From an optimization exercise on the open Yosys and OpenROAD flow, aimed at a short achievable clock period and few clock cycles; shortcuts taken in it are not production practice.
The RTL was checked by simulation tests, not by an equivalence proof against the original design.
Power figures rest on the tool's default switching activity, not on a simulated workload.

$ cat flow/design.v
`timescale 1ns / 1ps
`timescale 1ns / 1ps
module Adder32(
    input wire [31:0] a, b,
    output wire [31:0] s
    );
    assign s = a + b;
endmodule
module Sub32(
    input wire [31:0] a, b,
    output wire [31:0] d
    );
    assign d = a - b;
endmodule
module ALU(
    input wire [31:0] aA, oA, a, o2,
    input wire [31:0] pre,        
    input wire s_add, s_sub, s_sll, s_srl, s_sra, s_slt, s_sltu, s_xor, s_or, s_and,
               s_pre,
    output wire [31:0] sum,
    output wire [31:0] rest       
    );
    wire [31:0] diff;
    Adder32 add(.a(aA), .b(oA), .s(sum));
    Sub32 sub(.a(aA), .b(oA), .d(diff));
    wire [31:0] shl  = a << o2[4:0];
    wire [31:0] shr  = a >> o2[4:0];
    wire [31:0] sra  = $signed(a) >>> o2[4:0];
    wire        lts  = $signed(a) < $signed(o2);
    wire        ltu  = a < o2;
    wire [31:0] oth = ({32{s_sll}} & shl) |
                      ({32{s_srl}} & shr) | ({32{s_sra}} & sra) | {31'd0, (s_slt & lts) | (s_sltu & ltu)} |
                      ({32{s_xor}} & (a ^ o2)) | ({32{s_or}} & (a | o2)) | ({32{s_and}} & (a & o2)) |
                      ({32{s_pre}} & pre);
    assign rest = s_sub ? diff : oth;
endmodule
`timescale 1ns / 1ps
module BranchDecisionMaking(
    input wire [2:0] f3,
    input wire [31:0] a, b,
    output reg taken
    );
    wire beq = a == b;
    wire blt = $signed(a) < $signed(b);
    wire bltu = a < b;
    always @(*) begin
        case (f3)
            3'd0: taken = beq;
            3'd1: taken = !beq;
            3'd4: taken = blt;
            3'd5: taken = !blt;
            3'd6: taken = bltu;
            default: taken = !bltu;
        endcase
    end
endmodule
`timescale 1ns / 1ps
module DataExt(
    input wire [31:0] rd,
    input wire [2:0] f3,
    input wire [1:0] a,
    input wire ld,
    input wire [31:0] res,
    output wire [31:0] wdata
    );
    reg [31:0] ldv;
    always @(*) begin
        case (f3)
            3'd0: case (a)
                    2'd0: ldv = {{24{rd[7]}}, rd[7:0]};
                    2'd1: ldv = {{24{rd[15]}}, rd[15:8]};
                    2'd2: ldv = {{24{rd[23]}}, rd[23:16]};
                    default: ldv = {{24{rd[31]}}, rd[31:24]};
                  endcase
            3'd1: ldv = a[1] ? {{16{rd[31]}}, rd[31:16]} : {{16{rd[15]}}, rd[15:0]};
            3'd4: case (a)
                    2'd0: ldv = {24'd0, rd[7:0]};
                    2'd1: ldv = {24'd0, rd[15:8]};
                    2'd2: ldv = {24'd0, rd[23:16]};
                    default: ldv = {24'd0, rd[31:24]};
                  endcase
            3'd5: ldv = a[1] ? {16'd0, rd[31:16]} : {16'd0, rd[15:0]};
            default: ldv = rd;
        endcase
    end
    assign wdata = ld ? ldv : res;
endmodule
`timescale 1ns / 1ps
module EXSegReg(
    input wire [31:0] sum, rest, res_m, wdata, rv, imm,
    input wire g_sum, g_rest, g_m, g_w, g_rv, g_imm,
    output wire [31:0] q
    );
    assign q = ({32{g_sum}} & sum) | ({32{g_rest}} & rest) | ({32{g_m}} & res_m) |
               ({32{g_w}} & wdata) | ({32{g_rv}} & rv) | ({32{g_imm}} & imm);
endmodule
`timescale 1ns / 1ps
module IFSegReg(
    input wire taken,
    input wire [31:0] npc_t, npc_n,
    output wire [31:0] npc
    );
    assign npc = taken ? npc_t : npc_n;
endmodule
`timescale 1ns / 1ps
module TargetLo(
    input wire [31:0] pc,           
    input wire [31:0] ir,           
    output wire [11:0] lo,          
    output wire [31:12] imm_hi      
    );
    wire [31:0] imm_j = {{11{ir[31]}}, ir[31], ir[19:12], ir[20], ir[30:21], 1'b0};
    wire [31:0] imm_b = {{19{ir[31]}}, ir[31], ir[7], ir[30:25], ir[11:8], 1'b0};
    wire [31:0] imm = ir[2] ? imm_j : imm_b;
    assign lo = {1'b0, pc[11:1]} + {1'b0, imm[11:1]};
    assign imm_hi = imm[31:12];
endmodule
module NPC_Generator(
    input wire [31:12] pc_hi,
    input wire [31:12] imm_hi,
    input wire [11:0] lo,
    output wire [31:0] tgt
    );
    assign tgt = {pc_hi + imm_hi + {19'd0, lo[11]}, lo[10:0], 1'b0};
endmodule
`timescale 1ns / 1ps
module RegisterFile(
    input wire [32*31-1:0] rf_flat,
    input wire [31:1] rf_v,
    input wire [31:0] oh1, oh2,
    output reg [31:0] rv1, rv2
    );
    integer ri;
    always @(*) begin
        rv1 = 32'd0;
        rv2 = 32'd0;
        for (ri = 1; ri < 32; ri = ri + 1) begin
            rv1 = rv1 | ({32{oh1[ri] & rf_v[ri]}} & rf_flat[32*(ri-1) +: 32]);
            rv2 = rv2 | ({32{oh2[ri] & rf_v[ri]}} & rf_flat[32*(ri-1) +: 32]);
        end
    end
endmodule
`timescale 1ns / 1ps
module RV32Core(
    input wire CPU_CLK,
    input wire CPU_RST,
    output wire [31:0] IMEM_A,
    input wire [31:0] IMEM_RD,
    output wire [31:0] DMEM_A,
    output wire [31:0] DMEM_WD,
    output wire [3:0] DMEM_WE,
    input wire [31:0] DMEM_RD
    );
    wire clk = CPU_CLK;
    wire rst = CPU_RST;
    localparam NBTB = 2;
    reg [31:0] pc_f;           
    reg        v_i;            
    reg [31:0] pc_i;
    reg        bh_i;           
    reg        skid_v;         
    reg [31:0] skid, skid_pc;
    reg [11:0] skid_lo;
    reg [31:12] skid_ihi;
    reg        skid_bh;
    reg        v_d;
    reg [31:0] pc_d;
    reg        bh_d;
    reg [31:0] oh1, oh2;       
    reg [4:0]  rs1_d, rs2_d, rd_d;
    reg [2:0]  f3_d;
    reg        ld_d, st_d, br_d, jalr_d, jal_d;
    reg        use1_d, use2_d, wr_d, bimm_d, useA_d, useC_d, useS_d, useM_d;
    reg        rdir_d;         
    reg [31:0] imm_d;
    reg [11:0] lo_d;           
    reg [31:12] ihi_d;         
    reg        s_add_d, s_sub_d, s_sll_d, s_srl_d, s_sra_d, s_slt_d, s_sltu_d,
               s_xor_d, s_or_d, s_and_d, s_imm_d, s_pcadd_d, s_pc4_d;
    reg        v_e;
    reg [31:0] pc_e;
    reg [4:0]  rd_e;
    reg        wr_e;           
    reg        ld_e, st_e, br_e, jalr_e, jal_e;
    reg [2:0]  f3_e;
    reg [31:0] imm_e;
    reg [31:0] aA, oA, aC, bC, a, o2;
    reg        s_add, s_sub, s_sll, s_srl, s_sra, s_slt, s_sltu, s_xor, s_or, s_and,
               s_pre;
    reg [31:0] pre_e;          
    reg [31:0] pc4_e;
    reg        pt_e;           
    reg [31:0] sum_m, rest_m;   
    reg        sadd_m;
    reg [31:0] dmem_a_q;
    reg [31:0] dmem_wd_q;
    reg [3:0]  dmem_we_q;
    reg [4:0]  rd_m;
    reg        v_m, wr_m, ld_m;
    reg [2:0]  f3_m;
    reg [31:0] res_w;
    reg [4:0]  rd_w;
    reg        wr_w, ld_w;
    reg [2:0]  f3_w;
    reg [1:0]  a_w;
    reg [31:0] rf [1:31];
    reg [31:1] rf_v;           
    reg [NBTB-1:0] btb_v;
    reg [29:0] btb_tag [0:NBTB-1];
    reg [29:0] btb_tgt [0:NBTB-1];
    reg        btb_ptr;
    assign IMEM_A  = pc_f;
    assign DMEM_A  = dmem_a_q;
    assign DMEM_WD = dmem_wd_q;
    assign DMEM_WE = dmem_we_q;
    reg        btb_hit;
    reg [29:0] btb_t;
    integer bi;
    always @(*) begin
        btb_hit = 1'b0;
        btb_t = 30'd0;
        for (bi = 0; bi < NBTB; bi = bi + 1)
            if (btb_v[bi] && btb_tag[bi] == pc_f[31:2]) begin
                btb_hit = 1'b1;
                btb_t = btb_t | btb_tgt[bi];
            end
    end
    wire [31:0] pc_f4 = pc_f + 32'd4;
    wire [11:0] lo_i;
    wire [31:12] ihi_i;
    wire [31:0] tgt_d;
    TargetLo tgt_lo(.pc(pc_i), .ir(IMEM_RD), .lo(lo_i), .imm_hi(ihi_i));
    NPC_Generator npc_gen(.pc_hi(pc_d[31:12]), .imm_hi(ihi_d), .lo(lo_d), .tgt(tgt_d));
    wire        src_v   = skid_v | v_i;
    wire [31:0] ir      = skid_v ? skid : IMEM_RD;
    wire [31:0] src_pc  = skid_v ? skid_pc : pc_i;
    wire        src_bh  = skid_v ? skid_bh : bh_i;
    wire [11:0] src_lo  = skid_v ? skid_lo : lo_i;
    wire [31:12] src_ihi = skid_v ? skid_ihi : ihi_i;
    wire [6:0] op = ir[6:0];
    wire [4:0] rd = ir[11:7];
    wire [2:0] f3 = ir[14:12];
    wire [4:0] rs1 = ir[19:15];
    wire [4:0] rs2 = ir[24:20];
    wire       f7b = ir[30];
    wire is_lui   = op == 7'b0110111;
    wire is_auipc = op == 7'b0010111;
    wire is_jal   = op == 7'b1101111;
    wire is_jalr  = op == 7'b1100111;
    wire is_br    = op == 7'b1100011;
    wire is_ld    = op == 7'b0000011;
    wire is_st    = op == 7'b0100011;
    wire is_opi   = op == 7'b0010011;
    wire is_op    = op == 7'b0110011;
    wire [31:0] imm_i = {{20{ir[31]}}, ir[31:20]};
    wire [31:0] imm_s = {{20{ir[31]}}, ir[31:25], ir[11:7]};
    wire [31:0] imm_b = {{19{ir[31]}}, ir[31], ir[7], ir[30:25], ir[11:8], 1'b0};
    wire [31:0] imm_u = {ir[31:12], 12'd0};
    wire [31:0] imm_j = {{11{ir[31]}}, ir[31], ir[19:12], ir[20], ir[30:21], 1'b0};
    reg  [31:0] src_oh1, src_oh2;
    integer oi;
    always @(*) begin
        for (oi = 0; oi < 32; oi = oi + 1) begin
            src_oh1[oi] = rs1 == oi;
            src_oh2[oi] = rs2 == oi;
        end
    end
    wire [31:0] rv1, rv2;
    wire [32*31-1:0] rf_flat;
    genvar gi;
    generate
        for (gi = 1; gi < 32; gi = gi + 1) begin : rff
            assign rf_flat[32*(gi-1) +: 32] = rf[gi];
        end
    endgenerate
    RegisterFile rf_read(.rf_flat(rf_flat), .rf_v(rf_v), .oh1(oh1), .oh2(oh2), .rv1(rv1), .rv2(rv2));
    wire d1a = v_e && wr_e && rd_e == rs1_d;    
    wire d2a = v_m && wr_m && rd_m == rs1_d;
    wire d3a = wr_w && rd_w == rs1_d;
    wire d1b = v_e && wr_e && rd_e == rs2_d;
    wire d2b = v_m && wr_m && rd_m == rs2_d;
    wire d3b = wr_w && rd_w == rs2_d;
    wire haz1 = use1_d && ((d1a && ld_e) || (!d1a && d2a && ld_m));
    wire haz2 = use2_d && ((d1b && ld_e) || (!d1b && d2b && ld_m));
    wire stall = v_d && (haz1 || haz2);
    wire ga1 = d1a;
    wire ga2 = !d1a && d2a;
    wire ga3 = !d1a && !d2a && d3a;
    wire gar = !d1a && !d2a && !d3a;
    wire gb1 = d1b;
    wire gb2 = !d1b && d2b;
    wire gb3 = !d1b && !d2b && d3b;
    wire gbr = !d1b && !d2b && !d3b;
    wire [31:0] wdata;
    wire [31:0] sum, pcadd, rest_e;    
    wire [31:0] res_m = sadd_m ? sum_m : rest_m;
    wire [31:0] aA_n, oA_n, aC_n, bC_n, a_n, o2_n;
    EXSegReg opAA(.sum(sum), .rest(rest_e), .res_m(res_m), .wdata(wdata), .rv(rv1), .imm(imm_d),
                  .g_sum(ga1 & useA_d & s_add), .g_rest(ga1 & useA_d & !s_add), .g_m(ga2 & useA_d),
                  .g_w(ga3 & useA_d), .g_rv(gar & useA_d), .g_imm(1'b0), .q(aA_n));
    EXSegReg opOA(.sum(sum), .rest(rest_e), .res_m(res_m), .wdata(wdata), .rv(rv2), .imm(imm_d),
                  .g_sum(gb1 & !bimm_d & useA_d & s_add), .g_rest(gb1 & !bimm_d & useA_d & !s_add),
                  .g_m(gb2 & !bimm_d & useA_d), .g_w(gb3 & !bimm_d & useA_d), .g_rv(gbr & !bimm_d & useA_d),
                  .g_imm(bimm_d & useA_d), .q(oA_n));
    EXSegReg opAC(.sum(sum), .rest(rest_e), .res_m(res_m), .wdata(wdata), .rv(rv1), .imm(imm_d),
                  .g_sum(ga1 & useC_d & s_add), .g_rest(ga1 & useC_d & !s_add), .g_m(ga2 & useC_d),
                  .g_w(ga3 & useC_d), .g_rv(gar & useC_d), .g_imm(1'b0), .q(aC_n));
    EXSegReg opBC(.sum(sum), .rest(rest_e), .res_m(res_m), .wdata(wdata), .rv(rv2), .imm(imm_d),
                  .g_sum(gb1 & useS_d & s_add), .g_rest(gb1 & useS_d & !s_add), .g_m(gb2 & useS_d),
                  .g_w(gb3 & useS_d), .g_rv(gbr & useS_d), .g_imm(1'b0), .q(bC_n));
    EXSegReg opAM(.sum(sum), .rest(rest_e), .res_m(res_m), .wdata(wdata), .rv(rv1), .imm(imm_d),
                  .g_sum(ga1 & useM_d & s_add), .g_rest(ga1 & useM_d & !s_add), .g_m(ga2 & useM_d),
                  .g_w(ga3 & useM_d), .g_rv(gar & useM_d), .g_imm(1'b0), .q(a_n));
    EXSegReg opOM(.sum(sum), .rest(rest_e), .res_m(res_m), .wdata(wdata), .rv(rv2), .imm(imm_d),
                  .g_sum(gb1 & !bimm_d & useM_d & s_add), .g_rest(gb1 & !bimm_d & useM_d & !s_add),
                  .g_m(gb2 & !bimm_d & useM_d), .g_w(gb3 & !bimm_d & useM_d), .g_rv(gbr & !bimm_d & useM_d),
                  .g_imm(bimm_d & useM_d), .q(o2_n));
    wire redir_d = v_d && !bh_d && rdir_d;
    wire [31:0] auipc_d, pc4_d;
    Adder32 addau(.a(pc_d), .b(imm_d), .s(auipc_d));
    assign pc4_d = pc_d + 32'd4;
    wire pt_d = bh_d || redir_d;    
    wire [31:0] b  = bC;
    wire [31:0] pc4 = pc4_e;
    ALU alu(.aA(aA), .oA(oA), .a(a), .o2(o2), .pre(pre_e),
            .s_add(s_add), .s_sub(s_sub), .s_sll(s_sll), .s_srl(s_srl), .s_sra(s_sra),
            .s_slt(s_slt), .s_sltu(s_sltu), .s_xor(s_xor), .s_or(s_or), .s_and(s_and),
            .s_pre(s_pre), .sum(sum), .rest(rest_e));
    Adder32 addpc(.a(pc_e), .b(imm_e), .s(pcadd));    
    wire taken;
    BranchDecisionMaking bdm(.f3(f3_e), .a(aC), .b(bC), .taken(taken));
    wire act = br_e ? taken : jal_e;          
    wire misp = v_e && (jalr_e || act != pt_e);
    reg [3:0] we_e;
    reg [31:0] wd_e;
    always @(*) begin
        case (f3_e[1:0])
            2'd0: begin we_e = 4'b0001 << sum[1:0]; wd_e = {4{b[7:0]}}; end
            2'd1: begin we_e = sum[1] ? 4'b1100 : 4'b0011; wd_e = {2{b[15:0]}}; end
            default: begin we_e = 4'b1111; wd_e = b; end
        endcase
        if (!(v_e && st_e)) we_e = 4'b0000;
    end
    DataExt dext(.rd(DMEM_RD), .f3(f3_w), .a(a_w), .ld(ld_w), .res(res_w), .wdata(wdata));
    always @(posedge clk) begin
        if (wr_w) rf[rd_w] <= wdata;
    end
    wire take_d0 = redir_d && !stall;
    wire take_d = take_d0 && !misp;
    wire [31:0] npc_d = take_d0 ? tgt_d : stall ? pc_f : btb_hit ? {btb_t, 2'b00} : pc_f4;
    wire [31:0] jalr_t = {sum[31:1], 1'b0};
    wire e_jalr = v_e && jalr_e;
    wire e_nb = v_e && !br_e;                  
    wire [31:0] npc_t = e_jalr ? jalr_t :
                        (v_e && br_e && !pt_e) ? pcadd :
                        (e_nb && jal_e && !pt_e) ? pcadd :
                        (e_nb && !jal_e && pt_e) ? pc4 : npc_d;
    wire [31:0] npc_n = e_jalr ? jalr_t :
                        (v_e && br_e && pt_e) ? pc4 :
                        (e_nb && jal_e && !pt_e) ? pcadd :
                        (e_nb && !jal_e && pt_e) ? pc4 : npc_d;
    wire [31:0] npc;
    IFSegReg npc_sel(.taken(taken), .npc_t(npc_t), .npc_n(npc_n), .npc(npc));
    reg btbu_v;
    reg [29:0] btbu_pc, btbu_tgt;
    always @(posedge clk) begin
        if (rst) begin
            pc_f <= 32'd0;
            v_i <= 1'b0;
            skid_v <= 1'b0;
            v_d <= 1'b0;
            v_e <= 1'b0;
            v_m <= 1'b0;
            wr_w <= 1'b0;
            dmem_we_q <= 4'd0;
            btb_v <= {NBTB{1'b0}};
            btb_ptr <= 1'b0;
            btbu_v <= 1'b0;
            rf_v <= 31'd0;
        end else begin
            if (wr_w) rf_v[rd_w] <= 1'b1;
            pc_f <= npc;
            v_i <= !(misp || take_d);
            if (misp || take_d) begin
                v_d <= 1'b0;
                skid_v <= 1'b0;
            end else if (stall) begin
                if (v_i) skid_v <= 1'b1;
            end else begin
                v_d <= src_v;
                skid_v <= 1'b0;
            end
            v_e <= v_d && !stall && !misp;
            v_m <= v_e;
            dmem_we_q <= we_e;    
            wr_w <= v_m && wr_m;
            btbu_v <= v_e && act;
            if (btbu_v) begin : upd
                reg found;
                integer k;
                found = 1'b0;
                for (k = 0; k < NBTB; k = k + 1)
                    if (btb_v[k] && btb_tag[k] == btbu_pc) found = 1'b1;
                if (!found) begin
                    btb_v[btb_ptr] <= 1'b1;
                    btb_ptr <= !btb_ptr;
                end
            end
        end
    end
    always @(posedge clk) begin
        pc_i <= pc_f;
        bh_i <= btb_hit;
        if (stall && !skid_v) begin
            skid <= IMEM_RD;
            skid_pc <= pc_i;
            skid_bh <= bh_i;
            skid_lo <= lo_i;
            skid_ihi <= ihi_i;
        end
        if (!stall) begin
            pc_d <= src_pc;
            bh_d <= src_bh;
            lo_d <= src_lo;
            ihi_d <= src_ihi;
            oh1 <= src_oh1;
            oh2 <= src_oh2;
            rs1_d <= rs1;
            rs2_d <= rs2;
            rd_d <= rd;
            f3_d <= f3;
            ld_d <= is_ld;
            st_d <= is_st;
            br_d <= is_br;
            jalr_d <= is_jalr;
            jal_d <= is_jal;
            use1_d <= is_jalr | is_br | is_ld | is_st | is_opi | is_op;
            use2_d <= is_br | is_st | is_op;
            wr_d <= (is_lui | is_auipc | is_jal | is_jalr | is_ld | is_opi | is_op) && rd != 5'd0;
            bimm_d <= !(is_op || is_br);
            useA_d <= is_ld | is_st | is_jalr | ((is_op | is_opi) & f3 == 3'd0);   
            useC_d <= is_br;                                                       
            useS_d <= is_br | is_st;                                               
            useM_d <= (is_op | is_opi) & f3 != 3'd0;                               
            rdir_d <= is_jal || (is_br && ir[31]);
            imm_d <= is_st ? imm_s : is_br ? imm_b : (is_lui | is_auipc) ? imm_u : is_jal ? imm_j : imm_i;
            s_add_d  <= (is_op && f3 == 3'd0 && !f7b) || (is_opi && f3 == 3'd0);
            s_sub_d  <= is_op && f3 == 3'd0 && f7b;
            s_sll_d  <= (is_op || is_opi) && f3 == 3'd1;
            s_slt_d  <= (is_op || is_opi) && f3 == 3'd2;
            s_sltu_d <= (is_op || is_opi) && f3 == 3'd3;
            s_xor_d  <= (is_op || is_opi) && f3 == 3'd4;
            s_srl_d  <= (is_op || is_opi) && f3 == 3'd5 && !f7b;
            s_sra_d  <= (is_op || is_opi) && f3 == 3'd5 && f7b;
            s_or_d   <= (is_op || is_opi) && f3 == 3'd6;
            s_and_d  <= (is_op || is_opi) && f3 == 3'd7;
            s_imm_d  <= is_lui;
            s_pcadd_d <= is_auipc;
            s_pc4_d  <= is_jal || is_jalr;
        end
        pc_e <= pc_d;
        rd_e <= rd_d;
        wr_e <= wr_d;
        ld_e <= ld_d;
        st_e <= st_d;
        br_e <= br_d;
        jalr_e <= jalr_d;
        jal_e <= jal_d;
        f3_e <= f3_d;
        imm_e <= imm_d;
        aA <= aA_n;
        oA <= oA_n;
        aC <= aC_n;
        bC <= bC_n;
        a  <= a_n;
        o2 <= o2_n;
        s_add <= s_add_d;
        s_sub <= s_sub_d;
        s_sll <= s_sll_d;
        s_srl <= s_srl_d;
        s_sra <= s_sra_d;
        s_slt <= s_slt_d;
        s_sltu <= s_sltu_d;
        s_xor <= s_xor_d;
        s_or <= s_or_d;
        s_and <= s_and_d;
        s_pre <= s_imm_d | s_pcadd_d | s_pc4_d;
        pre_e <= s_imm_d ? imm_d : s_pcadd_d ? auipc_d : pc4_d;
        pc4_e <= pc4_d;
        pt_e <= pt_d;
        sum_m <= sum;
        rest_m <= rest_e;
        sadd_m <= s_add;
        dmem_a_q <= sum;
        dmem_wd_q <= wd_e;
        rd_m <= rd_e;
        wr_m <= wr_e;
        ld_m <= ld_e;
        f3_m <= f3_e;
        res_w <= res_m;
        rd_w <= rd_m;
        ld_w <= ld_m;
        f3_w <= f3_m;
        a_w <= dmem_a_q[1:0];
        btbu_pc <= pc_e[31:2];
        btbu_tgt <= pcadd[31:2];
        if (btbu_v && !rst) begin : upd2
            reg found;
            integer k;
            found = 1'b0;
            for (k = 0; k < NBTB; k = k + 1)
                if (btb_v[k] && btb_tag[k] == btbu_pc) found = 1'b1;
            if (!found) begin
                btb_tag[btb_ptr] <= btbu_pc;
                btb_tgt[btb_ptr] <= btbu_tgt;
            end
        end
    end
endmodule
$ cat flow/flow/run.sh
#!/bin/bash
set -euo pipefail
MARGIN=${MARGIN:-7}
bash standard.sh SETUP_SLACK_MARGIN=$MARGIN finish > standard_flow.log 2>&1
$ cat flow/standard.sh
#!/bin/bash
# synth_recipe.tcl (not shown) runs the flow's synth.tcl, then flattens the netlist and writes it again
# the make line also repeats each setting of config.mk as NAME=value (left out here)
make -C /OpenROAD-flow-scripts/flow DESIGN_CONFIG=/design/flow/config.mk WORK_HOME=/design/flow/orfs CLKGATE_MAP_FILE= SYNTH_SCRIPT=/design/flow/synth_recipe.tcl "${@:-finish}"
$ cat flow/config.mk
export PLATFORM = sky130hd
export DESIGN_NAME = RV32Core
export DESIGN_NICKNAME = RV32Core
export VERILOG_FILES = /design/flow/design.v
export SDC_FILE = /design/flow/constraint.sdc
export NUM_CORES = 8
export LEC_CHECK = 0
export CAP_MARGIN = 20
export CORE_MARGIN = 2
export CORE_UTILIZATION = 35
export PLACE_DENSITY = 0.55
export SLEW_MARGIN = 20
export SYNTH_HIERARCHICAL = 1
$ cat flow/constraint.sdc
create_clock -name core_clock -period 10.0 [get_ports {CPU_CLK}]
set_input_delay 2.0000 -clock core_clock [delete_from_list [all_inputs] [get_ports {CPU_CLK}]]
set_output_delay 2.0000 -clock core_clock [all_outputs]
set_load 0.01 [all_outputs]
==> run notes, run 1 <==
Bufs on Longest Clock Path = 4
DRC Markers = 0
largest reg by FF count = rf
CTS Hold Bufs = 0
final slew viol count = 0
grt ovf = 0
drt wl/cell = 40.63 um
Clock Latency Late Sink = 980 ps
pwr/cell area = 152.3 nW/um2
overall routed net length = 573.9 mm
Min-Delay Path Class = flip-flop to flip-flop
Fmax = 0.2731 GHz
cell count after synthesis = 9325
Max IR drop VDD = 0.1640 mV
Total GRT Usage = 36.17%
Vias = 97450
Static Leak = 47.44 nW
Tmin final = 3662 ps
Initial Util = 35.09%
largest net degree at the start of global routing = 65
final setup fails = 0
via/cell ratio = 6.899
final hold vios = 0
Worst Max-Slew Pin Slew = 1292 ps
max-cap violations = 0
CTS root buf = clkbuf_16
critical path required time = 10840 ps
Synth-to-Final Area Change = 26.27%
NumNets Final = 10300
CTS tree = done
io pins = 166
Setup CP Type = flip-flop to flip-flop
global-route wire length before repair = 754.4 mm
Num CTS Buffers = 229
Syn Std Cell Area = 104000 um2
crit path max fanout = 3
first drt pass iteration count = 14
I/O Buffers = 165
hold_sp = f3_m[0]
Sum Neg Setup Slack = 0 ps
FP Rows = 200
Chip Width = 549.0 um
worst r2r src = rd_w[0]
clock net sink count = 2076
violation count after the first detailed-route iteration = 17490
dpl cell area = 110800 um2
final period utilization = 36.62%
max reg flops = 992
Arrival @ worst endpoint = 4500 ps
Final Wtd Congestion = 1.018
Final Cell Area = 131300 um2
kind of end point of the critical path = flip-flop
overall power = 20.00 mW
status = timing/DRC/antenna clean
Startpoint Class = flip-flop
RSZ-0062 raised after global routing = yes
post-place setup slack = 4858 ps
Detail Placement HPWL = 343.7 mm
Worst slew margin = 13.84%
worst setup path startpoint = rd_w[0]
Post-Route Utilization = 44.31%
Largest regs = rf x992, btb_tag x60, btb_tgt x60
H-tree depth = 4
Core ar. = 296300 um2
PnR worst setup slack = 6338 ps
Syn. warnings = 10
DIE AREA = 301400 um2
Mean Syn Cell Area = 11.15 um2
worst clock skew = 101.9 ps
layout cells sized above 1 = 27.63%
antenna violations before repair = 52
vias in the first global route = 90190
clock-pin transition on the worst setup and hold timing paths = 60 ps
die height = 549.0 um
DRT antenna net count = 0
-- per-layer routing --
layer | GRT usage [%] | vias up | share of wire [%]
li1 | - | 37620 | -
met1 | 42.04 | 47430 | 34
met2 | 51.21 | 9479 | 40
met3 | 15.16 | 2896 | 15
met4 | 31.09 | 30 | 11
met5 | 0.1899 | - | 0.13
-- layout make-up --
| type | instances | area [um2] |
|---|---|---|
| timing repair buffer | 1052 | 10860 |
| timing repair inverter | 5 | 53.80 |
| clock buffer | 294 | 6274 |
| inverter | 230 | 919.6 |
| antenna | 59 | 147.6 |
| clock inverter | 130 | 1394 |
| tap | 3939 | 4928 |
| sequential | 2076 | 56260 |
| multi-input combinational | 6341 | 50440 |
| fill | 27240 | 165000 |
-- critical path: stages, from the launching register on --
cell        delay [ps]
dfxtp_2            330
buf_8              150
clkinvlp_4         150
ha_4               320
nand2_4             60
or4_1              540
ha_4               250
or4b_4             480
nor3_2             110
nand4_1            210
or3_4              430
nor3b_4            210
buf_4              170
a21oi_1             60
nor2_1             130
-- cells in the final DEF (no fill, tap or decap), types with 63 or more instances in the layout --
master,n
dfxtp_1,443
nand4_1,311
nand3_1,1021
a22o_1,97
nand2_1,421
buf_4,612
nor2_1,342
and3_1,243
dfxtp_2,104
inv_1,199
clkbuf_16,251
xor2_1,135
edfxtp_1,1412
mux2_2,131
a21o_1,86
a22oi_1,812
o21ai_0,147
dfxtp_4,117
a21oi_1,268
a22oi_2,162
a221oi_1,87
buf_12,76
o211ai_1,63
mux2i_1,104
ha_4,73
buf_6,220
a21oi_2,65
xnor2_1,155
ha_1,191
-- stage by stage --
stage          instances  hold WS (ps)
3_5_place_dp       13070         316.1
6_report           14130         329.7
5_1_grt            14090         346.5
2_1_floorplan       9344         309.6
3_3_place_gp       13060         313.1
4_1_cts            13870         331.1
-- what timing repair did --
item                                    in CTS  in global routing
gates cloned                                37                 23
setup buffers                              347                171
endpoints found under the setup margin    1909               1377
pin swaps                                  357                414
endpoints found under the hold margin        0                  0
gates resized for setup                   1598                670
-- where the power goes --
| part | internal (mW) | switching [mW] | total (mW) | leakage (nW) |
|---|---|---|---|---|
| sequential | 9.24 | 0.206 | 9.45 | 19.1 |
| clock | 5.01 | 3.84 | 8.85 | 3.72 |
| combinational | 0.664 | 1.04 | 1.70 | 24.6 |
-- worst paths after layout --
check	end	slack [ps]	depth (start not counted)
worst max register to register	rf_v[15]	6340	14
worst min-delay path	f3_w[0]	330	0
worst min register to register	f3_w[0]	330	0
worst max-delay path	rf_v[15]	6340	14
Testbench counts, summed over its fixed seeds: cycles 228,080.
==> run 2, diff against run 1 <==
--- a/flow/design.v
+++ b/flow/design.v
@@ -127,5 +127,4 @@
 module RegisterFile(
     input wire [32*31-1:0] rf_flat,
-    input wire [31:1] rf_v,
     input wire [31:0] oh1, oh2,
     output reg [31:0] rv1, rv2
@@ -136,6 +135,6 @@
         rv2 = 32'd0;
         for (ri = 1; ri < 32; ri = ri + 1) begin
-            rv1 = rv1 | ({32{oh1[ri] & rf_v[ri]}} & rf_flat[32*(ri-1) +: 32]);
-            rv2 = rv2 | ({32{oh2[ri] & rf_v[ri]}} & rf_flat[32*(ri-1) +: 32]);
+            rv1 = rv1 | ({32{oh1[ri]}} & rf_flat[32*(ri-1) +: 32]);
+            rv2 = rv2 | ({32{oh2[ri]}} & rf_flat[32*(ri-1) +: 32]);
         end
     end
@@ -202,8 +201,8 @@
     reg [4:0]  rd_w;
     reg        wr_w, ld_w;
+    reg [31:1] wen_w;          
     reg [2:0]  f3_w;
     reg [1:0]  a_w;
     reg [31:0] rf [1:31];
-    reg [31:1] rf_v;           
     reg [NBTB-1:0] btb_v;
     reg [29:0] btb_tag [0:NBTB-1];
@@ -274,5 +273,5 @@
         end
     endgenerate
-    RegisterFile rf_read(.rf_flat(rf_flat), .rf_v(rf_v), .oh1(oh1), .oh2(oh2), .rv1(rv1), .rv2(rv2));
+    RegisterFile rf_read(.rf_flat(rf_flat), .oh1(oh1), .oh2(oh2), .rv1(rv1), .rv2(rv2));
     wire d1a = v_e && wr_e && rd_e == rs1_d;    
     wire d2a = v_m && wr_m && rd_m == rs1_d;
@@ -343,6 +342,9 @@
     end
     DataExt dext(.rd(DMEM_RD), .f3(f3_w), .a(a_w), .ld(ld_w), .res(res_w), .wdata(wdata));
+    integer wi;
     always @(posedge clk) begin
-        if (wr_w) rf[rd_w] <= wdata;
+        for (wi = 1; wi < 32; wi = wi + 1)
+            if (rst) rf[wi] <= 32'd0;
+            else if (wen_w[wi]) rf[wi] <= wdata;
     end
     wire take_d0 = redir_d && !stall;
@@ -364,4 +366,5 @@
     reg btbu_v;
     reg [29:0] btbu_pc, btbu_tgt;
+    integer wj;
     always @(posedge clk) begin
         if (rst) begin
@@ -373,11 +376,10 @@
             v_m <= 1'b0;
             wr_w <= 1'b0;
+            wen_w <= 31'd0;
             dmem_we_q <= 4'd0;
             btb_v <= {NBTB{1'b0}};
             btb_ptr <= 1'b0;
             btbu_v <= 1'b0;
-            rf_v <= 31'd0;
         end else begin
-            if (wr_w) rf_v[rd_w] <= 1'b1;
             pc_f <= npc;
             v_i <= !(misp || take_d);
@@ -395,4 +397,6 @@
             dmem_we_q <= we_e;    
             wr_w <= v_m && wr_m;
+            for (wj = 1; wj < 32; wj = wj + 1)
+                wen_w[wj] <= v_m && wr_m && rd_m == wj;
             btbu_v <= v_e && act;
             if (btbu_v) begin : upd
==> run notes, run 2 <==
vias in the first global route = 89380 (-0.89%)
kind of end point of the critical path = flip-flop
Syn Std Cell Area = 105000 um2 (+0.95%)
layout cells sized above 1 = 23.64% (-4.0 points)
Tmin final = 3654 ps (-7.660 ps)
Core ar. = 299000 um2 (+0.92%)
Worst slew margin = 16.87% (+3.0 points)
clock network power share = 46.1% (+1.8 points)
CTS Hold Bufs = 0 (unchanged)
largest net degree at the start of global routing = 117 (+80%)
CTS root buf = clkbuf_16
Synth-to-Final Area Change = 24.64%
Sw Share = 25.61% (+0.20 points)
Syn. warnings = 11 (+1)
R2R cell count = 12 (-2)
pwr/cell area = 149.3 nW/um2 (-2.0%)
H-tree depth = 4 (unchanged)
status = timing/DRC/antenna clean
Sum Neg Setup Slack = 0 ps (unchanged)
worst r2r src = o2[13]
final period utilization = 36.54% (-0.077 points)
PnR worst setup slack = 6346 ps (+7.660 ps)
io pins = 166 (unchanged)
Static Leak = 46.83 nW (-1.3%)
R2R setup slack = 6350 ps (about the same)
die height = 551.6 um (+0.47%)
commonest non-fill, non-tap cell in the layout = dfxtp_1
largest reg by FF count = rf
commonest cells after routing, fill and taps aside = dfxtp_1, nor2_1, a22oi_1
antenna violations before repair = 44 (-15%)
critical path required time = 10880 ps (+40 ps)
CTS tree = done
Worst Max-Slew Pin Slew = 1242 ps (-50.01 ps)
Total GRT Usage = 30.39% (-5.8 points)
clock-pin transition on the worst setup and hold timing paths = 70 ps (about the same)
violation count after the first detailed-route iteration = 14190 (-19%)
Comb pwr share = 8.5% (about the same)
cell count after synthesis = 10730 (+15%)
clock net sink count = 2076 (unchanged)
final slew viol count = 0 (unchanged)
global-route track usage on met3 = 7.005% (-8.2 points)
Min-Delay Path Class = flip-flop to flip-flop
RR Endpoint = aA[0]
first drt pass iteration count = 10 (-4)
Int Power = 14.53 mW (-2.6%)
I/O Buffers = 165 (unchanged)
global route hottest layer = met2
worst setup path startpoint = o2[13]
Chip Width = 551.6 um (+0.47%)
global-route wire length before repair = 673.8 mm (-11%)
post-place setup slack = 4528 ps (-330.0 ps)
crit path max fanout = 7 (+4)
Max IR drop VDD = 0.1521 mV (-7.2%)
proportion of power drawn by flip-flops and latches = 45.3% (-1.9 points)
Vias = 96300 (-1.2%)
Setup CP Type = flip-flop to flip-flop
Num CTS Buffers = 229 (unchanged)
Final Wtd Congestion = 0.9737 (-4.3%)
Arrival @ worst endpoint = 4530 ps (+30 ps)
Post-Route Utilization = 43.75% (-0.56 points)
Clock Latency Late Sink = 970 ps (about the same)
RSZ-0062 raised after global routing = yes
Bufs on Longest Clock Path = 4 (unchanged)
crit path to = aA[0]
drt wl/cell = 32.10 um (-21%)
overall routed net length = 488.9 mm (-15%)
Largest regs = rf x992, btb_tag x60, btb_tgt x60
NumNets Final = 11430 (+11%)
met1 Use GR = 39.81% (-2.2 points)
final setup fails = 0 (unchanged)
DIE AREA = 304300 um2 (+0.95%)
Fmax = 0.2737 GHz (+0.21%)
# fillers = 27980 (+2.7%)
DRT antenna net count = 0 (unchanged)
max reg flops = 992 (unchanged)
Net Switching = 5.003 mW (-1.5%)
WHS Path Cells = 0 (unchanged)
via/cell ratio = 6.323 (-8.3%)
max-cap violations = 0 (unchanged)
DRC Markers = 0 (unchanged)
final hold vios = 0 (unchanged)
M2 GR Usage = 45.51% (-5.7 points)
FP Rows = 201 (+0.50%)
grt ovf = 0 (unchanged)
Detail Placement HPWL = 311.3 mm (-9.4%)
Mean Syn Cell Area = 9.784 um2 (-12%)
Startpoint Class = flip-flop
worst clock skew = 150.8 ps (+48.92 ps)
Initial Util = 35.10% (about the same)
-- run 2: stage by stage --
stage               total power, mW  hold WS (ps)  instance area, um2  std cells
floorplan                     9.726         309.6              105800      10750
global placement              10.28         311.8              110500      14230
detailed placement            10.29         313.8              110500      14230
CTS                           19.42         314.8              126300      15050
global route                  19.98         330.4              130800      15220
finish                        19.53         313.8              130800      15230
-- run 2: power groups by stage --
stage / Sequential (mW) / Combinational [mW] / Clock (mW)
after CTS: 8.85 / 1.49 / 9.08
after detailed placement: 9.05 / 1.24 / 0
after global placement: 9.05 / 1.23 / 0
final: 8.85 / 1.67 / 9.01
after floorplan: 8.96 / 0.771 / 0
after global routing: 8.85 / 1.73 / 9.39
-- run 2: per-layer routing --
| layer | up-vias | wire length (um) | share of wire, % |
|---|---|---|---|
| met1 | 47560 | 190700 | 39 |
| met4 | 26 | 35980 | 7.4 |
| met3 | 1454 | 55430 | 11 |
| met2 | 6476 | 206600 | 42 |
| met5 | - | 172 | 0.035 |
| li1 | 40790 | - | - |
-- run 2: layout make-up --
class	instances	area, um2	share of cell area [%]
repair buffers	966	10550	8.062
multi-input cells	7562	60110	45.94
clock inverters	110	1484	1.134
clock buffers	314	6465	4.942
flip-flops and latches	2076	46270	35.37
repair inverters	4	50.05	0.03826
inverters	230	920.9	0.7039
diodes	11	27.53	0.02104
well taps	3958	4952	3.785
-- run 2: what timing repair did --
item                                   in CTS  in global routing
resized for setup                        1454                585
gates cloned                               42                 24
pin swaps                                 240                340
buffers inserted                          345                151
endpoints found under the hold margin       0                  0
setup endpoints to repair                1923               1075
-- run 2: worst max-delay path, cell delays in order (launching register included) --
cell and delay (ps):
dfxtp_4 400, inv_4 50, ha_4 230, or4_4 530, or4b_4 550, a211oi_4 340
o41ai_4 120, a211oi_2 310, o211ai_1 320, a32oi_4 370, buf_12 180, a22oi_2 50
nand3_1 130
-- run 2: how the worst min path moves through the flow --
stage            start      end
2_1_floorplan  f3_m[0]  f3_w[0]
3_3_place_gp   f3_m[1]  f3_w[1]
3_5_place_dp   f3_m[0]  f3_w[0]
4_1_cts        f3_m[2]  f3_w[2]
5_1_grt           ld_d     ld_e
6_report          ld_d     ld_e
Testbench counts of run 2, summed over its fixed seeds: cycles 228,080.
==> run 3, diff against run 2 <==
==> flow/flow/run.sh (replaced) <==
#!/bin/bash
set -euo pipefail
MARGIN=${MARGIN:-6.6}
bash standard.sh SETUP_SLACK_MARGIN=$MARGIN finish > standard_flow.log 2>&1
==> run notes, run 3 <==
final period utilization = 36.44% (-0.10 points)
Largest regs = rf x992, btb_tag x60, btb_tgt x60
critical path's slowest cell = or4_4
critical path required time = 10860 ps (-20 ps)
overall power = 19.21 mW (-1.7%)
M2 GR Usage = 45.03% (-0.48 points)
final slew viol count = 0 (unchanged)
io pins = 166 (unchanged)
Final Wtd Congestion = 0.9762 (+0.26%)
grt ovf = 0 (unchanged)
antenna violations before repair = 48 (+9.1%)
drt wl/cell = 32.19 um (+0.28%)
Min-Delay Path Class = flip-flop to flip-flop
Static Leak = 44.60 nW (-4.8%)
Syn Std Cell Area = 105000 um2 (unchanged)
Post-Route Utilization = 41.78% (-2.0 points)
# fillers = 28490 (+1.8%)
CP most frequent cell = a211oi_2
hold_sp = rd_e[2]
CTS tree = done
CP Buf/Inv Count = 4 (+2)
largest reg by FF count = rf
clock-pin transition on the worst setup and hold timing paths = 60 ps (about the same)
Bufs on Longest Clock Path = 4 (unchanged)
Mean Syn Cell Area = 9.784 um2 (unchanged)
worst clock skew = 171.3 ps (+20.49 ps)
hold_ws = 325.1 ps (+11.34 ps)
Num CTS Buffers = 228 (-0.44%)
CP delay by family, top = compound AO/OA/AOI/OAI gates
RSZ-0062 raised after global routing = yes
global-route wire length before repair = 663.3 mm (-1.6%)
violation count after the first detailed-route iteration = 12920 (-9.0%)
global route hottest layer = met2
met1 Use GR = 39.21% (-0.60 points)
Detail Placement HPWL = 308.6 mm (-0.86%)
Setup CP Type = flip-flop to flip-flop
global-route track usage on met3 = 6.563% (-0.44 points)
Core ar. = 299000 um2 (unchanged)
Vias = 93960 (-2.4%)
DIE AREA = 304300 um2 (unchanged)
Syn. warnings = 11 (unchanged)
pwr/cell area = 153.8 nW/um2 (+3.0%)
Cells after DPL = 14220 (-0.070%)
final hold vios = 0 (unchanged)
worst r2r src = a[13]
Max IR drop VDD = 0.1587 mV (+4.4%)
DRC Markers = 0 (unchanged)
R2R cell count = 14 (+2)
Tmin final = 3644 ps (-10.33 ps)
Chip Width = 551.6 um (unchanged)
Startpoint Class = flip-flop
DRT antenna net count = 0 (unchanged)
Worst Max-Slew Pin Slew = 1291 ps (+48.71 ps)
die height = 551.6 um (unchanged)
H-tree depth = 4 (unchanged)
max reg flops = 992 (unchanged)
I/O Buffers = 165 (unchanged)
fin cells = 14960 (-1.8%)
Arrival @ worst endpoint = 4510 ps (-20 ps)
Sum Neg Setup Slack = 0 ps (unchanged)
RR Endpoint = bC[0]
R2R setup slack = 6360 ps (about the same)
Total GRT Usage = 29.95% (-0.44 points)
kind of end point of the critical path = flip-flop
via/cell ratio = 6.282 (-0.65%)
crit path cell chain = inv_2, ha_4, or4_4, or4b_4, a211oi_2, o41ai_2, buf_4, a211oi_2, o211ai_1, a32oi_1, buf_6, buf_12, a22oi_2, nand3_1
Clock Latency Late Sink = 980 ps (about the same)
CTS root buf = clkbuf_16
worst setup path startpoint = a[13]
vias in the first global route = 88600 (-0.88%)
clock net sink count = 2076 (unchanged)
first drt pass iteration count = 8 (-2)
commonest cells after routing, fill and taps aside = dfxtp_1, a22oi_1, nor2_1
Initial Util = 35.10% (unchanged)
commonest non-fill, non-tap cell in the layout = dfxtp_1
Fmax = 0.2744 GHz (+0.28%)
cell count after synthesis = 10730 (unchanged)
crit path max fanout = 6 (-1)
NumNets Final = 11160 (-2.3%)
WHS Path Cells = 0 (unchanged)
CP max stage delay = 520 ps (-30 ps)
FP Rows = 201 (unchanged)
final setup fails = 0 (unchanged)
layout cells sized above 1 = 18.40% (-5.2 points)
status = timing/DRC/antenna clean
largest net degree at the start of global routing = 204 (+74%)
Hold Path Sink = rd_m[2]
Synth-to-Final Area Change = 19.01%
max-cap violations = 0 (unchanged)
overall routed net length = 481.5 mm (-1.5%)
Worst slew margin = 13.02% (-3.9 points)
run 3: cell types whose count changed in the layout (fill, tap and decap cells not counted), moves of 21 or more:
cell | previous run | this run
buf_12 | 113 | 46
nand3_2 | 37 | 11
a22oi_1 | 1266 | 1371
ha_1 | 201 | 224
a22oi_2 | 129 | 24
buf_4 | 546 | 410
mux2i_1 | 1089 | 1110
ha_4 | 60 | 36
a21oi_1 | 225 | 248
buf_6 | 181 | 133
nand3_1 | 397 | 422
a21oi_2 | 64 | 39
run 3: stage by stage:
step / setup slack, ps / cell area, um2
2_1_floorplan: 5851 / 105700
3_3_place_gp: 4493 / 110400
3_5_place_dp: 4444 / 110400
4_1_cts: 6330 / 121600
5_1_grt: 6268 / 124900
6_report: 6356 / 124900
run 3: power breakdown:
group / switching, mW / internal [mW] / leakage, nW / total, mW
clock: 3.73 / 5.12 / 3.83 / 8.86
sequential: 0.187 / 8.67 / 17.9 / 8.86
combinational: 0.957 / 0.540 / 22.9 / 1.50
total: 4.88 / 14.3 / 44.6 / 19.2
run 3: how the worst max path moves through the flow:
stage,to,slack [ps],cells after the start
after global routing,bC[0],6270,14
after floorplan,btb_tag[1][0],5850,2
after detailed placement,imm_d[17],4440,9
final,bC[0],6360,14
after global placement,imm_d[15],4490,9
after CTS,a[0],6330,13
run 3: cell type report:
cell class | instances | area, um2 | area share, %
Inverter | 230 | 910.9 | 0.7292
Antenna cell | 8 | 20.02 | 0.01603
Tap cell | 3958 | 4952 | 3.964
Timing Repair inverter | 5 | 61.31 | 0.04908
Multi-Input combinational cell | 7555 | 57790 | 46.26
Sequential cell | 2076 | 46230 | 37.00
Timing Repair Buffer | 705 | 7134 | 5.711
Clock inverter | 87 | 1149 | 0.9195
Clock buffer | 333 | 6679 | 5.347
run 3: per-layer routing:
layer / share of wire, % / wire length (um)
met1: 39 / 189900
met2: 43 / 205500
met3: 11 / 51620
met4: 7.1 / 34300
met5: 0.022 / 108
run 3: worst reg2reg max path, cell delays in order, from the launching register on:
cell      delay (ps)
dfxtp_4          380
inv_2             50
ha_4             230
or4_4            520
or4b_4           510
a211oi_2         220
o41ai_2           90
buf_4            190
a211oi_2         230
o211ai_1         300
a32oi_1          360
buf_6            210
buf_12           120
a22oi_2           50
nand3_1           90
run 3: what timing repair did:
item,in CTS,in global routing
hold buffers,0,0
endpoints found under the hold margin,0,0
buffers inserted,135,135
setup endpoints to repair,1677,1018
gates resized for setup,978,424
pin swaps,86,175
gates cloned,20,15
==> run 4, diff against run 3 <==
--- a/flow/design.v
+++ b/flow/design.v
@@ -13,4 +13,30 @@
     assign d = a - b;
 endmodule
+module Shifter(
+    input wire [31:0] a,
+    input wire [4:0] sh,
+    input wire s_sll, s_srl, s_sra,
+    output wire [31:0] q
+    );
+    wire [31:0] shl = a << sh;
+    wire [31:0] shr = a >> sh;
+    wire [31:0] sra = $signed(a) >>> sh;
+    assign q = ({32{s_sll}} & shl) | ({32{s_srl}} & shr) | ({32{s_sra}} & sra);
+endmodule
+module SetLess(
+    input wire [31:0] a, b,
+    input wire s_slt, s_sltu,
+    output wire q
+    );
+    assign q = (s_slt & ($signed(a) < $signed(b))) | (s_sltu & (a < b));
+endmodule
+module ResultSel(
+    input wire [31:0] diff, shift, logic_r, pre,
+    input wire slt,
+    input wire s_sub, s_pre,
+    output wire [31:0] rest
+    );
+    assign rest = ({32{s_sub}} & diff) | shift | logic_r | ({32{s_pre}} & pre) | {31'd0, slt};
+endmodule
 module ALU(
     input wire [31:0] aA, oA, a, o2,
@@ -21,17 +47,13 @@
     output wire [31:0] rest       
     );
-    wire [31:0] diff;
+    wire [31:0] diff, shift;
+    wire slt;
     Adder32 add(.a(aA), .b(oA), .s(sum));
     Sub32 sub(.a(aA), .b(oA), .d(diff));
-    wire [31:0] shl  = a << o2[4:0];
-    wire [31:0] shr  = a >> o2[4:0];
-    wire [31:0] sra  = $signed(a) >>> o2[4:0];
-    wire        lts  = $signed(a) < $signed(o2);
-    wire        ltu  = a < o2;
-    wire [31:0] oth = ({32{s_sll}} & shl) |
-                      ({32{s_srl}} & shr) | ({32{s_sra}} & sra) | {31'd0, (s_slt & lts) | (s_sltu & ltu)} |
-                      ({32{s_xor}} & (a ^ o2)) | ({32{s_or}} & (a | o2)) | ({32{s_and}} & (a & o2)) |
-                      ({32{s_pre}} & pre);
-    assign rest = s_sub ? diff : oth;
+    Shifter shu(.a(a), .sh(o2[4:0]), .s_sll(s_sll), .s_srl(s_srl), .s_sra(s_sra), .q(shift));
+    SetLess slu(.a(a), .b(o2), .s_slt(s_slt), .s_sltu(s_sltu), .q(slt));
+    wire [31:0] logic_r = ({32{s_xor}} & (a ^ o2)) | ({32{s_or}} & (a | o2)) | ({32{s_and}} & (a & o2));
+    ResultSel rsel(.diff(diff), .shift(shift), .logic_r(logic_r), .pre(pre), .slt(slt),
+                   .s_sub(s_sub), .s_pre(s_pre), .rest(rest));
 endmodule
 `timescale 1ns / 1ps
@@ -155,4 +177,6 @@
     localparam NBTB = 2;
     reg [31:0] pc_f;           
+    reg [31:0] pcn_f;          
+    wire [31:0] pcq = ~pcn_f;
     reg        v_i;            
     reg [31:0] pc_i;
@@ -220,10 +244,10 @@
         btb_t = 30'd0;
         for (bi = 0; bi < NBTB; bi = bi + 1)
-            if (btb_v[bi] && btb_tag[bi] == pc_f[31:2]) begin
+            if (btb_v[bi] && btb_tag[bi] == pcq[31:2]) begin
                 btb_hit = 1'b1;
                 btb_t = btb_t | btb_tgt[bi];
             end
     end
-    wire [31:0] pc_f4 = pc_f + 32'd4;
+    wire [31:0] pc_f4 = pcq + 32'd4;
     wire [11:0] lo_i;
     wire [31:12] ihi_i;
@@ -350,5 +374,5 @@
     wire take_d0 = redir_d && !stall;
     wire take_d = take_d0 && !misp;
-    wire [31:0] npc_d = take_d0 ? tgt_d : stall ? pc_f : btb_hit ? {btb_t, 2'b00} : pc_f4;
+    wire [31:0] npc_d = take_d0 ? tgt_d : stall ? pcq : btb_hit ? {btb_t, 2'b00} : pc_f4;
     wire [31:0] jalr_t = {sum[31:1], 1'b0};
     wire e_jalr = v_e && jalr_e;
@@ -370,4 +394,5 @@
         if (rst) begin
             pc_f <= 32'd0;
+            pcn_f <= 32'hFFFFFFFF;
             v_i <= 1'b0;
             skid_v <= 1'b0;
@@ -383,4 +408,5 @@
         end else begin
             pc_f <= npc;
+            pcn_f <= ~npc;
             v_i <= !(misp || take_d);
             if (misp || take_d) begin
@@ -414,5 +440,5 @@
     end
     always @(posedge clk) begin
-        pc_i <= pc_f;
+        pc_i <= pcq;
         bh_i <= btb_hit;
         if (stall && !skid_v) begin
==> run notes, run 4 <==
status = timing/DRC/antenna clean
Final Wtd Congestion = 0.9941 (+1.8%)
Bufs on Longest Clock Path = 4 (unchanged)
PnR worst setup slack = 6551 ps (+194.4 ps)
Mean Syn Cell Area = 9.792 um2 (about the same)
Startpoint Class = flip-flop
Num CTS Buffers = 231 (+1.3%)
Worst slew margin = 14.62% (+1.6 points)
via/cell ratio = 6.329 (+0.75%)
io pins = 166 (unchanged)
RSZ-0062 raised after global routing = yes
DIE AREA = 307500 um2 (+1.1%)
violation count after the first detailed-route iteration = 14120 (+9.3%)
grt ovf = 0 (unchanged)
CP max stage delay = 590 ps (+70 ps)
crit path to = pc_f[27]
worst r2r src = rs1_d[4]
commonest cells after routing, fill and taps aside = dfxtp_1, a22oi_1, nor2_1
max reg flops = 992 (unchanged)
crit path cell chain = xor2_1, or4_4, or3_4, and4_4, and2_4, buf_12, nor2_4, o211ai_1, buf_4, a221oi_4, a211oi_2, mux2_4, nand2_4, inv_2
Tmin final = 3449 ps (-194.4 ps)
Int Power = 14.48 mW (+1.0%)
first drt pass iteration count = 10 (+2)
Sw Share = 25.50% (+0.099 points)
drt wl/cell = 32.52 um (+1.0%)
R2R setup slack = 6550 ps (+190 ps)
Initial Util = 35.10% (about the same)
R2R cell count = 14 (unchanged)
overall power = 19.43 mW (+1.1%)
overall routed net length = 489.1 mm (+1.6%)
critical path's slowest cell = or4_4
antenna violations before repair = 45 (-6.3%)
commonest non-fill, non-tap cell in the layout = dfxtp_1
Worst Max-Slew Pin Slew = 1281 ps (-10.36 ps)
CTS tree = done
NumNets Final = 11210 (+0.44%)
worst clock skew = 150.1 ps (-21.25 ps)
Clock Latency Late Sink = 990 ps (about the same)
Sum Neg Setup Slack = 0 ps (unchanged)
proportion of power drawn by flip-flops and latches = 46.4% (+0.3 points)
Critical Path Stages = 14 (unchanged)
kind of end point of the critical path = flip-flop
Detail Placement HPWL = 314.0 mm (+1.8%)
Synth-to-Final Area Change = 18.04%
DRC Markers = 0 (unchanged)
largest net degree at the start of global routing = 226 (+11%)
final slew viol count = 0 (unchanged)
Setup CP Type = flip-flop to flip-flop
# fillers = 28980 (+1.7%)
clock-pin transition on the worst setup and hold timing paths = 60 ps (about the same)
Core ar. = 302300 um2 (+1.1%)
Arrival @ worst endpoint = 4190 ps (-320 ps)
max-cap violations = 0 (unchanged)
final setup fails = 0 (unchanged)
Comb pwr share = 7.5% (-0.3 points)
Min-Delay Path Class = flip-flop to flip-flop
Max IR drop VDD = 0.1789 mV (+13%)
Chip Width = 554.6 um (+0.53%)
clock network power share = 46.0% (about the same)
cell count after synthesis = 10840 (+1.0%)
fin cells = 15040 (+0.56%)
Syn Std Cell Area = 106100 um2 (+1.1%)
I/O Buffers = 165 (unchanged)
worst setup path startpoint = rs1_d[4]
Total GRT Usage = 30.20% (+0.25 points)
Net Switching = 4.954 mW (+1.5%)
vias in the first global route = 88890 (+0.33%)
Largest regs = rf x992, btb_tag x60, btb_tgt x60
CP Buf/Inv Count = 3 (-1)
Static Leak = 45.18 nW (+1.3%)
layout cells sized above 1 = 18.36% (-0.040 points)
Vias = 95190 (+1.3%)
pwr/cell area = 155.2 nW/um2 (+0.90%)
Syn. warnings = 11 (unchanged)
final hold vios = 0 (unchanged)
RR Endpoint = pc_f[27]
die height = 554.6 um (+0.53%)
largest reg by FF count = rf
CTS root buf = clkbuf_16
H-tree depth = 4 (unchanged)
Fmax = 0.2899 GHz (+5.6%)
final period utilization = 34.49% (-1.9 points)
clock net sink count = 2108 (+1.5%)
CP delay by family, top = simple AND/OR/NAND/NOR gates
critical path required time = 10740 ps (-120 ps)
DRT antenna net count = 0 (unchanged)
Cells after DPL = 14330 (+0.77%)
crit path max fanout = 13 (+7)
CTS Hold Bufs = 0 (unchanged)
FP Rows = 202 (+0.50%)
post-place setup slack = 4749 ps (+304.9 ps)
global-route wire length before repair = 676.0 mm (+1.9%)
## run 4: cell count changes in the layout (fill, tap and decap cells not counted), moves of 36 or more
cell	delta
buf_6	-50
nor2_1	-47
buf_4	-48
buf_2	+40
o21ai_1	+36
inv_1	+70
## run 4: what timing repair did
action                                   CTS  global route
gates cloned                              26             9
buffers inserted                         129            99
pin swaps                                 87           139
gates resized for setup                  967           403
endpoints found under the setup margin  1726          1014
## run 4: worst min path at each step
stage,startpoint,cells past startpoint,to
6_report,rd_d[1],0,rd_e[1]
4_1_cts,rd_d[1],0,rd_e[1]
2_1_floorplan,f3_m[0],0,f3_w[0]
3_5_place_dp,f3_m[0],0,f3_w[0]
5_1_grt,rd_d[1],0,rd_e[1]
3_3_place_gp,f3_m[1],0,f3_w[1]
## run 4: per-stage QoR
step	area [um2]	util (%)	hold WS [ps]
2_1_floorplan	106900	-	309.6
3_3_place_gp	111400	36.84	312.4
3_5_place_dp	111400	36.84	316.8
4_1_cts	122600	40.57	328.3
5_1_grt	125200	41.41	335.6
6_report	125200	41.43	322.2
## run 4: area by class of cell
type                       instances  area, um2  share of cell area [%]
tap                             3978       4977                   3.975
inverter                         299       1141                  0.9112
multi-input combinational       7569      57870                   46.21
clock inverter                    98       1114                  0.8892
timing repair buffer             643       6390                   5.103
sequential                      2108      46880                   37.44
clock buffer                     325       6800                   5.430
antenna                           21      52.55                 0.04196
## run 4: routing by layer
metal | vias to the layer above | global-route usage [%] | share of wire (%)
li1 | 40370 | - | -
met1 | 47260 | 38.93 | 39
met2 | 6125 | 45.49 | 43
met3 | 1418 | 7.817 | 11
met4 | 18 | 17.49 | 6.9
met5 | - | 0 | 0.027
## run 4: power groups by stage
stage	Sequential, mW	Clock (mW)	Combinational [mW]
after floorplan	9.09	0	0.772
after CTS	9.01	9.02	1.35
after detailed placement	9.20	0	1.25
after global placement	9.20	0	1.24
after global routing	9.02	9.36	1.52
final	9.02	8.95	1.46
Testbench counts of run 4, summed over its fixed seeds: cycles 228,080.
==> run 5, diff against run 4 <==
==> flow/flow/run.sh (replaced) <==
#!/bin/bash
set -euo pipefail
MARGIN=${MARGIN:-6.4}
bash standard.sh SETUP_SLACK_MARGIN=$MARGIN finish > standard_flow.log 2>&1
==> run notes, run 5 <==
status = timing/DRC/antenna clean
pwr/cell area = 159.9 nW/um2 (+3.1%)
final hold vios = 0 (unchanged)
Sum Neg Setup Slack = 0 ps (unchanged)
cell count after synthesis = 10840 (unchanged)
Detail Placement HPWL = 316.1 mm (+0.68%)
via/cell ratio = 6.246 (-1.3%)
Num CTS Buffers = 231 (unchanged)
Fmax = 0.2739 GHz (-5.5%)
Total GRT Usage = 28.93% (-1.3 points)
NumNets Final = 11080 (-1.1%)
CP max stage delay = 710 ps (+120 ps)
CTS tree = done
Post-Route Utilization = 40.46% (-0.97 points)
Initial Util = 35.10% (unchanged)
die height = 554.6 um (unchanged)
FP Rows = 202 (unchanged)
crit path max fanout = 6 (-7)
critical path required time = 10680 ps (-60 ps)
Chip Width = 554.6 um (unchanged)
Worst slew margin = 12.18% (-2.4 points)
crit path cell chain = clkdlybuf4s50_1, mux2_2, mux2i_1, and2_1, o2bb2ai_4, a22oi_1, nand3_1
global-route wire length before repair = 653.2 mm (-3.4%)
overall routed net length = 468.7 mm (-4.2%)
final slew viol count = 0 (unchanged)
violation count after the first detailed-route iteration = 13950 (-1.2%)
Final Wtd Congestion = 0.9953 (+0.12%)
dpl cell area = 111400 um2 (about the same)
Startpoint Class = input port
Tmin final = 3650 ps (+201.0 ps)
RSZ-0062 raised after global routing = yes
critical path's slowest cell = clkdlybuf4s50_1
commonest cells after routing, fill and taps aside = dfxtp_1, a22oi_1, nor2_1
final period utilization = 36.50% (+2.0 points)
drt wl/cell = 31.40 um (-3.4%)
largest net degree at the start of global routing = 183 (-19%)
Largest regs = rf x992, btb_tag x60, btb_tgt x60
Vias = 93210 (-2.1%)
CP Buf/Inv Count = 1 (-2)
commonest non-fill, non-tap cell in the layout = dfxtp_1
first drt pass iteration count = 11 (+1)
DRC Markers = 0 (unchanged)
clock net sink count = 2108 (unchanged)
vias in the first global route = 87490 (-1.6%)
Worst Max-Slew Pin Slew = 1281 ps (-0.1215 ps)
Bufs on Longest Clock Path = 4 (unchanged)
layout cells sized above 1 = 14.10% (-4.3 points)
# fillers = 29190 (+0.74%)
Core ar. = 302300 um2 (unchanged)
clock-pin transition on the worst setup and hold timing paths = 60 ps (about the same)
H-tree depth = 4 (unchanged)
Setup CP Type = input port to flip-flop
Static Leak = 44.15 nW (-2.3%)
final setup fails = 0 (unchanged)
Min-Delay Path Class = flip-flop to flip-flop
DRT antenna net count = 0 (unchanged)
Final Cell Area = 122300 um2 (-2.3%)
max reg flops = 992 (unchanged)
worst clock skew = 117.6 ps (-32.50 ps)
CP delay by family, top = buffers and inverters
Arrival @ worst endpoint = 4330 ps (+140 ps)
antenna violations before repair = 53 (+18%)
Syn Std Cell Area = 106100 um2 (unchanged)
DIE AREA = 307500 um2 (unchanged)
CTS root buf = clkbuf_16
Synth-to-Final Area Change = 15.28%
Syn. warnings = 11 (unchanged)
Clock Latency Late Sink = 970 ps (-20 ps)
io pins = 166 (unchanged)
I/O Buffers = 165 (unchanged)
grt ovf = 0 (unchanged)
kind of end point of the critical path = flip-flop
Max IR drop VDD = 0.1611 mV (-9.9%)
hold_ws = 295.3 ps (-26.84 ps)
max-cap violations = 0 (unchanged)
Mean Syn Cell Area = 9.792 um2 (unchanged)
largest reg by FF count = rf
## run 5: what timing repair did
item                                   in CTS  in global routing
cloned                                     14                  3
endpoints found under the hold margin       0                  0
setup buffers                              53                 52
hold buffers                                0                  0
pin swaps                                  30                 50
resized for setup                         381                172
setup endpoints to repair                1510                857
## run 5: layout make-up
| type | instances | area, um2 | share of cell area [%] |
|---|---|---|---|
| multi-input cells | 7567 | 56380 | 46.10 |
| flip-flops and latches | 2108 | 46630 | 38.13 |
| clock buffers | 324 | 6804 | 5.563 |
| repair buffers | 520 | 5014 | 4.099 |
| well taps | 3978 | 4977 | 4.070 |
| clock inverters | 106 | 1308 | 1.069 |
| inverters | 299 | 1131 | 0.9248 |
| diodes | 22 | 55.05 | 0.04501 |
## run 5: final timing paths
path                            cells after the start   startpoint  slack [ps]          to
worst min register to register                      0      pc_e[5]         300  btbu_pc[3]
worst max register to register                     16     pc_d[14]        6370    pc_f[30]
worst min-delay path                                0      pc_e[5]         300  btbu_pc[3]
worst max-delay path                                7  DMEM_RD[29]        6350        a[5]
## run 5: per-layer routing
metal  global-route usage (%)  up-vias  part of all wire, %
met1                    37.89    46300                   40
met4                    14.99       16                  6.0
li1                         -    40130                    -
met5                        0        -                0.029
met2                    44.58     5603                   44
met3                    6.300     1162                   10
## run 5: through the flow
step	instances	power, mW	worst slack [ps]
after floorplan	10850	9.857	5703
after global placement	14350	10.44	4884
after detailed placement	14350	10.45	4857
after CTS	14840	19.57	6165
after global routing	14900	20.03	6285
final	14920	19.55	6350
## run 5: report_power, final
part | internal [mW] | total (mW) | leakage [nW] | switching [mW]
Clock | 5.39 | 9.18 | 4.02 | 3.78
Combinational | 0.449 | 1.35 | 22.1 | 0.900
Sequential | 8.81 | 9.03 | 18.0 | 0.221

==> port drivers added, routing unchanged <==
How much do the figures lean on ideal ports? The routed layouts below were timed once more, with nothing changed but the port constraints. Step 1 assumes that a clkbuf_16 drives the clock port and a buf_2 every other input. Step 2 times the ports against the registers' clock, not the clock port: input delays grow and output delays shrink by t, the midpoint of the rising clock arrivals with the driver on. Three values: ideal ports, drivers, drivers and shift; two values: the first two.
| run | t (ns) | slack for setup (ns) | worst hold slack (ns) | pins driven straight from the clock port |
|---|---|---|---|---|
| run 1 | 1.038 | 6.338 / 6.338 / 5.776 | 0.330 / 0.330 / 0.330 | 1 |
| run 2 | 0.992 | 6.346 / 6.336 / 5.644 | 0.314 / 0.314 / 0.314 | 1 |
| run 3 | 0.993 | 6.356 / 6.307 / 5.646 | 0.325 / 0.325 / 0.325 | 1 |
| run 4 | 1.002 | 6.551 / 6.466 / 5.629 | 0.322 / 0.322 / 0.322 | 1 |
| run 5 | 1.008 | 6.350 / 6.318 / 5.415 | 0.295 / 0.295 / 0.295 | 1 |
After both steps every run listed still meets setup and hold. The setup slack of run 5, which loses most, moves by -0.032 ns with the drivers and by -0.935 ns with both steps.
